This design comes from an exercise in tuning for small area, a short achievable clock period and few clock cycles on the open sky130 flow, not from production work.
The RTL was checked by simulation tests, not by an equivalence proof against the original design.

==> flow/design.v (excerpt) <==
module mac #(
    parameter int DATA_WIDTH    = 32,
    parameter int ADDR_LINES    = 5
) (
    input  logic                        clk_i,
    input  logic                        rstn_i,
    input  logic [DATA_WIDTH-1:0]       signal_i,
    input  logic                        wr_en_i,
    input  logic                        last_i,
    input  logic [ADDR_LINES-1:0]       terms_i,
    output logic                        full_o,
    output logic                        empty_o,
    output logic                        idle_o,
    output logic [DATA_WIDTH-1:0]       result_o,
    output logic                        done_o
);
Size in the first run: roughly 1700 flip-flops, ~77 I/O pins, ~77000 µm² of cells after synthesis.
clock: 6.0 ns
lec_check: 0
cap_margin: 20
core_margin: 2
core_utilization: 65
cts_cluster_diameter: 100
cts_cluster_size: 24
setup_slack_margin: 3.2
slew_margin: 20
run.sh (not shown) runs the stock make flow with config.mk's settings and CLKGATE_MAP_FILE= SYNTH_SCRIPT=/design/flow/synth_recipe.tcl, a recipe that flattens the netlist after the stock synthesis.
The first run finished clean.
Testbench counts at the start, summed over its fixed seeds: cycles 14,498.
Change:
Settings changed: SETUP_SLACK_MARGIN 3.2 to 3.0.
Result: The changed run produced a clean layout. Final cell count decreases by 0.31%. Clock skew came out lower by 3.4 ps. Setup slack gets worse by 150 ps. Via count shrinks by 0.73%.

========
## red
mac again, from the RTL that the note above started with.
==> flow/config.mk <==
export PLATFORM = sky130hd
export DESIGN_NAME = mac
export DESIGN_NICKNAME = mac
export VERILOG_FILES = /design/flow/design.v
export SDC_FILE = /design/flow/constraint.sdc
export NUM_CORES = 4
export LEC_CHECK = 0
export CAP_MARGIN = 20
export CORE_MARGIN = 2
export CORE_UTILIZATION = 67
export CTS_CLUSTER_DIAMETER = 80
export CTS_CLUSTER_SIZE = 22
export SETUP_SLACK_MARGIN = 3.2
export SLEW_MARGIN = 20
==> flow/constraint.sdc <==
create_clock -name core_clock -period 6.0 [get_ports {clk_i}]
set_input_delay 1.2000 -clock core_clock [delete_from_list [all_inputs] [get_ports {clk_i}]]
set_output_delay 1.2000 -clock core_clock [all_outputs]
set_load 0.01 [all_outputs]
The final layout from red, which completed every stage, passed the timing, design-rule and antenna checks at the end of the flow.
Testbench counts of red, summed over its fixed seeds: cycles 14,498.
Input changes introduced in blue (baseline for comparison: red):
--- a/flow/config.mk
+++ b/flow/config.mk
@@ -10,4 +10,4 @@
-export CORE_UTILIZATION = 67
-export CTS_CLUSTER_DIAMETER = 80
-export CTS_CLUSTER_SIZE = 22
-export SETUP_SLACK_MARGIN = 3.2
+export CORE_UTILIZATION = 65
+export CTS_CLUSTER_DIAMETER = 100
+export CTS_CLUSTER_SIZE = 24
+export SETUP_SLACK_MARGIN = 3.1
## What came out
Relative to red, number of instances resized during post-cts repair decreased by about 35% in blue. blue vs red: tap cell count up in blue.
### blue -> green
--- a/flow/config.mk
+++ b/flow/config.mk
@@ -7,0 +8 @@
+export ABC_AREA = 1
==> comparison <==
Against blue, count of standard-cell rows in green fell slightly. In the tables for green and blue, register-to-register slack reads lower with green. The startpoint of the worst setup timing path comes out bp2[2] in one run and wr_en_i in the other, namely in green and blue respectively. Relative to blue, the global-route wire length before repair measured on green has decreased slightly. On green: average wire length per cell after detail routing is 0.52 um lower than what blue gave. [compare] base=blue new=green: sum of routed wire length over all layers rose by 0.84%; cell count rose by 3.2%; highest achievable clock rate fell by 15 MHz; first-iteration DRC count rose by about 4.6%.
Changes in orange relative to green:
--- a/flow/config.mk
+++ b/flow/config.mk
@@ -8 +7,0 @@
-export ABC_AREA = 1
@@ -12 +11 @@
-export CTS_CLUSTER_DIAMETER = 100
+export CTS_CLUSTER_DIAMETER = 80
@@ -14 +13 @@
-export SETUP_SLACK_MARGIN = 3.1
+export SETUP_SLACK_MARGIN = 3.25
[summary]
Going from green to orange, HPWL after detailed placement -460 um; die width +5.1 um; share of the clock period used by the worst path after layout -2.9 points; wire length on met3 -17%; sequential share of layout area -1.7 points. Taking green as the reference point, the endpoint required time on the critical path of orange falls by 50 ps. When orange is measured against green, its detailed-route wire length per cell turns out 3.2% higher. In terms of clock insertion delay at the later pin of the skew report, green and orange differ only marginally. Via count for orange is lower than for green.

## what the ideal ports hide
The flow's constraints put no driver on any port. The routed layouts listed below were extracted and timed again, unchanged, in two steps. Step 1: set_driving_cell puts a clkbuf_16 on clk_i and a buf_2 on each other input, an assumption about the parent block. Step 2 adds t to the input delays and takes it off the output delays; t is the mean of the earliest and latest rising clock arrival at the registers after step 1. Input paths then give back, and output paths get back, about the clock's delay inside the block. Slacks: ideal / step 1 / step 2; pairs: ideal / step 1.
| run | t, ns | slack for setup (ns) | hold slack, ns | worst setup path at the end | slew at the worst register clock pin (ns) |
|---|---|---|---|---|---|
| the first run of note 1 | 0.778 | 3.147 / 3.147 / 2.486 | 0.313 / 0.313 / 0.313 | input to register | 0.11 / 0.11 |
| the second run of note 1 | 0.774 | 2.995 / 2.949 / 2.174 | 0.320 / 0.320 / 0.320 | input to register | 0.11 / 0.11 |
| red | 0.784 | 3.088 / 3.088 / 2.473 | 0.317 / 0.317 / 0.317 | input to register | 0.10 / 0.10 |
| blue | 0.782 | 3.122 / 3.063 / 2.314 | 0.314 / 0.314 / 0.314 | input to register | 0.11 / 0.11 |
| green | 0.785 | 2.991 / 2.991 / 2.529 | 0.297 / 0.297 / 0.297 | input to register | 0.10 / 0.10 |
| orange | 0.796 | 3.165 / 3.165 / 2.513 | 0.328 / 0.328 / 0.328 | input to register | 0.10 / 0.10 |
After both steps setup and hold are still met in every run listed. The setup slack of the second run of note 1, which loses most, moves by -0.046 ns with the drivers and by -0.821 ns with both steps.
